Source: an optimization exercise on an open RTL-to-GDS flow (aim: small area). Production flows keep margins and buffers that such runs may drop. Where RTL was checked, it was by simulation tests only, not by an equivalence proof against the original. The clock port is modelled as an ideal driver; clocking choices that lean on that would not hold on a real chip. Power and IR drop assume default switching activity.

==> run a <==
## INTC
module INTC
(
    input   wire            clk,
    input   wire            rst_n,
    output  wire[31:0]      data_out,
    input   wire[62:0]      set_in,
    input   wire[62:0]      en_in,
    input   wire            reset_in,
    output  wire[30:0]      intc_int_en
);
export LEC_CHECK = 0
export CAP_MARGIN = 20
export CORE_AREA = 3 3 79 79
export DIE_AREA = 0 0 82 82
export PLACE_DENSITY = 0.9
export SLEW_MARGIN = 20
export SYNTH_HIERARCHICAL = 1
create_clock -name core_clock -period 6.5 [get_ports {clk}]
standard.sh (not shown) runs the stock make flow with config.mk's settings and CLKGATE_MAP_FILE= SYNTH_SCRIPT=/design/flow/synth_recipe.tcl, a recipe that flattens the netlist after the stock synthesis.
==> flow/flow/run.sh <==
#!/bin/bash
# Standard layout, with three changes: after the standard synthesis every
# combinational cell is set to its smallest drive strength (the later repair
# steps size up what timing needs), ports get the smallest buffer, and the
# clock tree uses small buffers without dummy loads.
set -euo pipefail
export BUFFER_PORTS_ARGS="-buffer_cell sky130_fd_sc_hd__buf_1"
export CTS_ARGS="-sink_clustering_enable -repair_clock_nets -buf_list sky130_fd_sc_hd__clkbuf_4 -dont_use_dummy_load"
R=orfs/results/$FLOW_PLATFORM/INTC/base
bash standard.sh synth > synth.log 2>&1
IN_ODB=$R/1_synth.odb OUT_ODB=$R/1_synth.odb openroad -no_init -exit flow/downsize.tcl > downsize.log 2>&1
touch $R/1_synth.sdc
bash standard.sh > standard.log 2>&1
==> flow/flow/downsize.tcl <==
# Replace every combinational cell by the smallest-area cell of the same
# function family (same base name, other drive strength). Timing repair in
# the later steps sizes up what the timing needs.
read_db $::env(IN_ODB)
set areas {}
foreach lib [[ord::get_db] getLibs] {
  foreach mm [$lib getMasters] {
    dict set areas [$mm getName] [expr {[$mm getWidth] * [$mm getHeight] / 1.0e6}]
  }
}
set block [ord::get_db_block]
set n 0
set saved 0.0
foreach inst [$block getInsts] {
  set m [[$inst getMaster] getName]
  if {![regexp {^(sky130_fd_sc_hd__)([a-z0-9]+)_([0-9]+)$} $m -> pre base drv]} { continue }
  if {[regexp {^(df|sdf|edf|dl|sed|conb|buf|clk|tap|fill|decap|diode|lpflow|probe)} $base]} { continue }
  set best $m
  set besta [dict get $areas $m]
  foreach d {0 1 2 4} {
    set c "${pre}${base}_$d"
    if {[dict exists $areas $c] && [dict get $areas $c] < $besta - 1e-6} {
      set dm [[ord::get_db] findMaster $c]
      if {$dm != "NULL"} { set best $c; set besta [dict get $areas $c] }
    }
  }
  if {$best != $m} {
    set saved [expr {$saved + [dict get $areas $m] - $besta}]
    $inst swapMaster [[ord::get_db] findMaster $best]
    incr n
  }
}
puts "downsize: $n cells resized, [format %.1f $saved] um2 saved"
write_db $::env(OUT_ODB)
==> run b: changes against run a <==
--- a/flow/design.v
+++ b/flow/design.v
@@ -331,21 +331,21 @@
         .cur(cur)
     );
     always @(posedge clk, negedge rst_n) begin
         if (!rst_n) begin
             lat  <= 63'd0;
-            dreg <= 6'b111100;
+            dreg <= 6'b111000;
         end else begin
             lat  <= nxt;
             dreg <= cur;
         end
     end
     wire [5:0] d;
     assign d[5] = dreg[5];
     assign d[4] = dreg[4];
     assign d[3] = dreg[3];
-    assign d[2] = dreg[2];
+    INTC_xor2 u_d2 (.a(d[3]), .b(dreg[2]), .y(d[2]));
     INTC_xor2 u_d1 (.a(d[2]), .b(dreg[1]), .y(d[1]));
     INTC_xor2 u_d0 (.a(d[1]), .b(dreg[0]), .y(d[0]));
     assign data_out = {26'd0, d};
     assign intc_int_en = q[62:32];
 endmodule
@@ -471,10 +471,10 @@
     assign t[61] = ~na61;
     assign t[62] = a62;
     assign t[63] = ~na63;
     assign cur[0] = (~t[1] & t[3]) | (~t[5] & t[7]) | (~t[9] & t[11]) | (~t[13] & t[15]) | (~t[17] & t[19]) | (~t[21] & t[23]) | (~t[25] & t[27]) | (~t[29] & t[31]) | (~t[33] & t[35]) | (~t[37] & t[39]) | (~t[41] & t[43]) | (~t[45] & t[47]) | (~t[49] & t[51]) | (~t[53] & t[55]) | (~t[57] & t[59]) | (~t[61] & t[63]);
     assign cur[1] = (~t[2] & t[6]) | (~t[10] & t[14]) | (~t[18] & t[22]) | (~t[26] & t[30]) | (~t[34] & t[38]) | (~t[42] & t[46]) | (~t[50] & t[54]) | (~t[58] & t[62]);
-    assign cur[2] = (~t[4] & t[8]) | (~t[12] & t[16]) | (~t[20] & t[24]) | (~t[28] & t[32]) | (~t[36] & t[40]) | (~t[44] & t[48]) | (~t[52] & t[56]) | (~t[60] & t[64]);
+    assign cur[2] = (~t[4] & t[12]) | (~t[20] & t[28]) | (~t[36] & t[44]) | (~t[52] & t[60]);
     assign cur[3] = (~t[8] & t[16]) | (~t[24] & t[32]) | (~t[40] & t[48]) | (~t[56] & t[64]);
     assign cur[4] = (~t[16] & t[32]) | (~t[48] & t[64]);
     assign cur[5] = (~t[32] & t[64]);
 endmodule
--- a/flow/flow/run.sh
+++ b/flow/flow/run.sh
@@ -4,10 +4,11 @@
 # steps size up what timing needs), ports get the smallest buffer, and the
 # clock tree uses small buffers without dummy loads.
 set -euo pipefail
 export BUFFER_PORTS_ARGS="-buffer_cell sky130_fd_sc_hd__buf_1"
 export CTS_ARGS="-sink_clustering_enable -repair_clock_nets -buf_list sky130_fd_sc_hd__clkbuf_4 -dont_use_dummy_load"
+export POST_CTS_TCL="$PWD/flow/post_cts.tcl"
 R=orfs/results/$FLOW_PLATFORM/INTC/base
 bash standard.sh synth > synth.log 2>&1
 IN_ODB=$R/1_synth.odb OUT_ODB=$R/1_synth.odb openroad -no_init -exit flow/downsize.tcl > downsize.log 2>&1
 touch $R/1_synth.sdc
 bash standard.sh > standard.log 2>&1
==> flow/flow/post_cts.tcl (new file) <==
# After clock tree synthesis: give a clock buffer the next drive strength when
# the estimated slew at its flip-flop clock pins is high, then re-legalize.
estimate_parasitics -placement
set n 0
foreach c [get_cells -filter "ref_name == sky130_fd_sc_hd__clkbuf_4"] {
  set out [get_pins -of_objects $c -filter "direction == output"]
  set w 0
  foreach p [get_pins -of_objects [get_nets -of_objects $out] -filter "direction == input"] {
    set s [get_property $p slew_max]
    if {$s > $w} { set w $s }
  }
  if {$w > 0.085} {
    replace_cell $c sky130_fd_sc_hd__clkbuf_8
    incr n
  }
}
puts "post_cts: $n clock buffers sized up"
if {$n > 0} {
  detailed_placement
  check_placement -verbose
  estimate_parasitics -placement
}
- CORE_AREA: 3 3 79 79 -> 3 3 83 83
- DIE_AREA: 0 0 82 82 -> 0 0 86 86
- PLACE_DENSITY: 0.9 -> 0.85
==> run c: changes against run a <==
--- a/flow/design.v
+++ b/flow/design.v
@@ -13,11 +13,10 @@
     wire [62:0] nxt;
     wire [5:0]  cur;
     wire [63:0] a, na, sp, nsp;
     wire [62:0] q;
     wire        rn;
-    wire [13:0] ga, gs;
     INTC_inv u_rn (.a(reset_in), .y(rn));
     INTC_inv u_a1 (.a(lat[0]), .y(na[1]));
     INTC_ornb u_a2 (.a(lat[1]), .bn(na[1]), .y(a[2]));
     INTC_nor2 u_a3 (.a(a[2]), .b(lat[2]), .y(na[3]));
     INTC_ornb u_a4 (.a(lat[3]), .bn(na[3]), .y(a[4]));
@@ -126,52 +125,12 @@
     INTC_nor2 u_s58 (.a(sp[57]), .b(set_in[57]), .y(nsp[58]));
     INTC_ornb u_s59 (.a(set_in[58]), .bn(nsp[58]), .y(sp[59]));
     INTC_nor2 u_s60 (.a(sp[59]), .b(set_in[59]), .y(nsp[60]));
     INTC_ornb u_s61 (.a(set_in[60]), .bn(nsp[60]), .y(sp[61]));
     INTC_nor2 u_s62 (.a(sp[61]), .b(set_in[61]), .y(nsp[62]));
-    INTC_nor4 u_la00 (.v(lat[3:0]), .y(ga[0]));
-    INTC_nor4 u_ls00 (.v(set_in[3:0]), .y(gs[0]));
-    INTC_nor4 u_la01 (.v(lat[7:4]), .y(ga[1]));
-    INTC_nor4 u_ls01 (.v(set_in[7:4]), .y(gs[1]));
-    INTC_nor4 u_la10 (.v(lat[11:8]), .y(ga[2]));
-    INTC_nor4 u_ls10 (.v(set_in[11:8]), .y(gs[2]));
-    INTC_nor4 u_la11 (.v(lat[15:12]), .y(ga[3]));
-    INTC_nor4 u_ls11 (.v(set_in[15:12]), .y(gs[3]));
-    INTC_nor4 u_la20 (.v(lat[19:16]), .y(ga[4]));
-    INTC_nor4 u_ls20 (.v(set_in[19:16]), .y(gs[4]));
-    INTC_nor4 u_la21 (.v(lat[23:20]), .y(ga[5]));
-    INTC_nor4 u_ls21 (.v(set_in[23:20]), .y(gs[5]));
-    INTC_nor4 u_la30 (.v(lat[27:24]), .y(ga[6]));
-    INTC_nor4 u_ls30 (.v(set_in[27:24]), .y(gs[6]));
-    INTC_nor4 u_la31 (.v(lat[31:28]), .y(ga[7]));
-    INTC_nor4 u_ls31 (.v(set_in[31:28]), .y(gs[7]));
-    INTC_nor4 u_la40 (.v(lat[35:32]), .y(ga[8]));
-    INTC_nor4 u_ls40 (.v(set_in[35:32]), .y(gs[8]));
-    INTC_nor4 u_la41 (.v(lat[39:36]), .y(ga[9]));
-    INTC_nor4 u_ls41 (.v(set_in[39:36]), .y(gs[9]));
-    INTC_nor4 u_la50 (.v(lat[43:40]), .y(ga[10]));
-    INTC_nor4 u_ls50 (.v(set_in[43:40]), .y(gs[10]));
-    INTC_nor4 u_la51 (.v(lat[47:44]), .y(ga[11]));
-    INTC_nor4 u_ls51 (.v(set_in[47:44]), .y(gs[11]));
-    INTC_nor4 u_la60 (.v(lat[51:48]), .y(ga[12]));
-    INTC_nor4 u_ls60 (.v(set_in[51:48]), .y(gs[12]));
-    INTC_nor4 u_la61 (.v(lat[55:52]), .y(ga[13]));
-    INTC_nor4 u_ls61 (.v(set_in[55:52]), .y(gs[13]));
-    INTC_nand2 u_skip_a8 (.a(ga[0]), .b(ga[1]), .y(a[8]));
-    INTC_nand4 u_skip_a16 (.v(ga[3:0]), .y(a[16]));
-    INTC_and2 u_skip_s8 (.a(gs[0]), .b(gs[1]), .y(nsp[8]));
-    INTC_and4 u_skip_s16 (.v(gs[3:0]), .y(nsp[16]));
-    INTC_ornand2 u_skip_a24 (.c(a[16]), .a(ga[4]), .b(ga[5]), .y(a[24]));
-    INTC_and3 u_skip_s24 (.a(nsp[16]), .b(gs[4]), .c(gs[5]), .y(nsp[24]));
-    INTC_ornand2 u_skip_a32 (.c(a[24]), .a(ga[6]), .b(ga[7]), .y(a[32]));
-    INTC_and3 u_skip_s32 (.a(nsp[24]), .b(gs[6]), .c(gs[7]), .y(nsp[32]));
-    INTC_ornand2 u_skip_a40 (.c(a[32]), .a(ga[8]), .b(ga[9]), .y(a[40]));
-    INTC_and3 u_skip_s40 (.a(nsp[32]), .b(gs[8]), .c(gs[9]), .y(nsp[40]));
-    INTC_ornand2 u_skip_a48 (.c(a[40]), .a(ga[10]), .b(ga[11]), .y(a[48]));
-    INTC_and3 u_skip_s48 (.a(nsp[40]), .b(gs[10]), .c(gs[11]), .y(nsp[48]));
-    INTC_ornand2 u_skip_a56 (.c(a[48]), .a(ga[12]), .b(ga[13]), .y(a[56]));
-    INTC_and3 u_skip_s56 (.a(nsp[48]), .b(gs[12]), .c(gs[13]), .y(nsp[56]));
+    INTC_skip_a u_skip_a (.v(lat[55:0]), .a8(a[8]), .a16(a[16]), .a24(a[24]), .a32(a[32]), .a40(a[40]), .a48(a[48]), .a56(a[56]));
+    INTC_skip_s u_skip_s (.v(set_in[55:0]), .nsp8(nsp[8]), .nsp16(nsp[16]), .nsp24(nsp[24]), .nsp32(nsp[32]), .nsp40(nsp[40]), .nsp48(nsp[48]), .nsp56(nsp[56]));
     INTC_bit_0 u_b0 (.s(set_in[0]), .e(en_in[0]), .l(lat[0]), .rn(rn), .nxt(nxt[0]));
     INTC_nor2 u_q1 (.a(a[2]), .b(sp[1]), .y(q[1]));
     INTC_bit_o u_b1 (.s(set_in[1]), .e(en_in[1]), .l(lat[1]), .r(reset_in), .na_i(na[1]), .q(q[1]), .nxt(nxt[1]));
     INTC_bit_en u_b2 (.s(set_in[2]), .e(en_in[2]), .l(lat[2]), .rn(rn), .a_i(a[2]), .na_o(na[3]), .nsp_i(nsp[2]), .nxt(nxt[2]));
     INTC_nor2 u_q3 (.a(a[4]), .b(sp[3]), .y(q[3]));
@@ -342,54 +301,48 @@
     wire [5:0] d;
     assign d[5] = dreg[5];
     assign d[4] = dreg[4];
     assign d[3] = dreg[3];
     assign d[2] = dreg[2];
-    INTC_xor2 u_d1 (.a(d[2]), .b(dreg[1]), .y(d[1]));
-    INTC_xor2 u_d0 (.a(d[1]), .b(dreg[0]), .y(d[0]));
+    assign d[1] = d[2] ^ dreg[1];
+    assign d[0] = d[1] ^ dreg[0];
     assign data_out = {26'd0, d};
     assign intc_int_en = q[62:32];
 endmodule
 module INTC_inv (input wire a, output wire y);
     assign y = ~a;
 endmodule
 module INTC_buf (input wire a, output wire y);
     assign y = a;
 endmodule
-module INTC_xor2 (input wire a, input wire b, output wire y);
-    assign y = a ^ b;
-endmodule
-module INTC_nor4 (input wire[3:0] v, output wire y);
-    assign y = ~(|v);
-endmodule
-module INTC_nand4 (input wire[3:0] v, output wire y);
-    assign y = ~(&v);
-endmodule
-module INTC_and4 (input wire[3:0] v, output wire y);
-    assign y = &v;
-endmodule
-module INTC_nand2 (input wire a, input wire b, output wire y);
-    assign y = ~(a & b);
-endmodule
-module INTC_and2 (input wire a, input wire b, output wire y);
-    assign y = a & b;
-endmodule
-module INTC_and3 (input wire a, input wire b, input wire c, output wire y);
-    assign y = a & b & c;
-endmodule
-module INTC_ornand2 (input wire c, input wire a, input wire b, output wire y);
-    assign y = c | ~(a & b);
-endmodule
 module INTC_nor2 (input wire a, input wire b, output wire y);
     assign y = ~(a | b);
 endmodule
 module INTC_ornb (input wire a, input wire bn, output wire y);
     assign y = a | ~bn;
 endmodule
 module INTC_or #(parameter W = 2) (input wire[W-1:0] v, output wire y);
     assign y = |v;
 endmodule
+module INTC_skip_a (input wire[55:0] v, output wire a8, output wire a16, output wire a24, output wire a32, output wire a40, output wire a48, output wire a56);
+    assign a8 = |v[7:0];
+    assign a16 = |v[15:0];
+    assign a24 = |v[23:0];
+    assign a32 = |v[31:0];
+    assign a40 = |v[39:0];
+    assign a48 = |v[47:0];
+    assign a56 = |v[55:0];
+endmodule
+module INTC_skip_s (input wire[55:0] v, output wire nsp8, output wire nsp16, output wire nsp24, output wire nsp32, output wire nsp40, output wire nsp48, output wire nsp56);
+    assign nsp8 = ~(|v[7:0]);
+    assign nsp16 = ~(|v[15:0]);
+    assign nsp24 = ~(|v[23:0]);
+    assign nsp32 = ~(|v[31:0]);
+    assign nsp40 = ~(|v[39:0]);
+    assign nsp48 = ~(|v[47:0]);
+    assign nsp56 = ~(|v[55:0]);
+endmodule
 module INTC_bit_0 (input wire s, input wire e, input wire l, input wire rn, output wire nxt);
     assign nxt = (l & rn) | (s & e & ~l);
 endmodule
 module INTC_bit_en (input wire s, input wire e, input wire l, input wire rn,
                     input wire a_i, input wire na_o, input wire nsp_i, output wire nxt);
- CORE_AREA: 3 3 79 79 -> 3 3 87 87
- DIE_AREA: 0 0 82 82 -> 0 0 90 90
- PLACE_DENSITY: 0.9 -> 0.8
==> comparison table <==
quantity	run a	run c	run b
H-Tree Level Count	3	3	-
Outcome	finished clean	finished clean	finished clean
Total buffers and inverters traversed by the critical path	2	1	1
Number of ordinary and repair buffers in the finished layout	172	168	169
RePlAce Congestion	0.930	0.906	0.926
Routed via count divided by cell count	6.60	5.80	6.08
Critical Path Sink	intc_int_en[22]	intc_int_en[14]	intc_int_en[30]
Area taken by flip-flops and latches	0.00173 sq mm	0.00173 sq mm	0.00173 sq mm
Wire length on met2	6680 um	5970 um	5930 um
Cell leakage power	0.00225 uW	0.00231 uW	0.00226 uW
CP arrival	4970 ps	4480 ps	4760 ps
Area of all placed cells without fillers	0.00491 sq mm	0.00498 sq mm	0.00492 sq mm
Area of the core region	0.00554 sq mm	0.00660 sq mm	0.00606 sq mm
Hold path cells	1	2	2
Total global routing track utilization	40.3%	30.1%	33.4%
Max Fanout on Critical Path	7	5	6
Vertical die dimension	82 um	90 um	86 um
Number of global-route vias before repair	4,428	4,324	4,242
Power per Cell Area	214 mW/mm^2	205 mW/mm^2	222 mW/mm^2
Reported sequential group power	459 uW	459 uW	460 uW
Wire length after detailed routing	14,100 um	12,400 um	12,500 um
For run c, only the layout was checked, not whether the RTL still works.

re-timing with driven ports:
No port has a modelled driver above. Below, the same layouts with a new extraction and two added sets of constraints.
Step 1 (the two cells are an assumption about what drives the block):
set clk [get_ports {clk}]
set_driving_cell -lib_cell sky130_fd_sc_hd__clkbuf_16 $clk
set_driving_cell -lib_cell sky130_fd_sc_hd__buf_2 [delete_from_list [all_inputs] $clk]
Step 2, shift: input delay + t, output delay - t, t = (earliest + latest rising clock arrival at the registers) / 2. This alone moves slack from input paths to output paths.
Slacks: no drivers / after step 1 / after step 2; pairs: no drivers / after step 1.
| run | shift t [ns] | slack for setup (ns) | worst hold slack (ns) | worst setup path after step 2 |
|---|---|---|---|---|
| run a | 0.443 | 0.232 / 0.203 / 0.516 | 0.503 / 0.503 / 0.503 | input to output |
| run b | 0.364 | 0.445 / 0.415 / 0.779 | 0.497 / 0.497 / 0.497 | register to output |
| run c | 0.421 | 0.724 / 0.692 / 1.114 | 0.495 / 0.495 / 0.495 | register to output |
After both steps setup and hold are still met in every run listed.
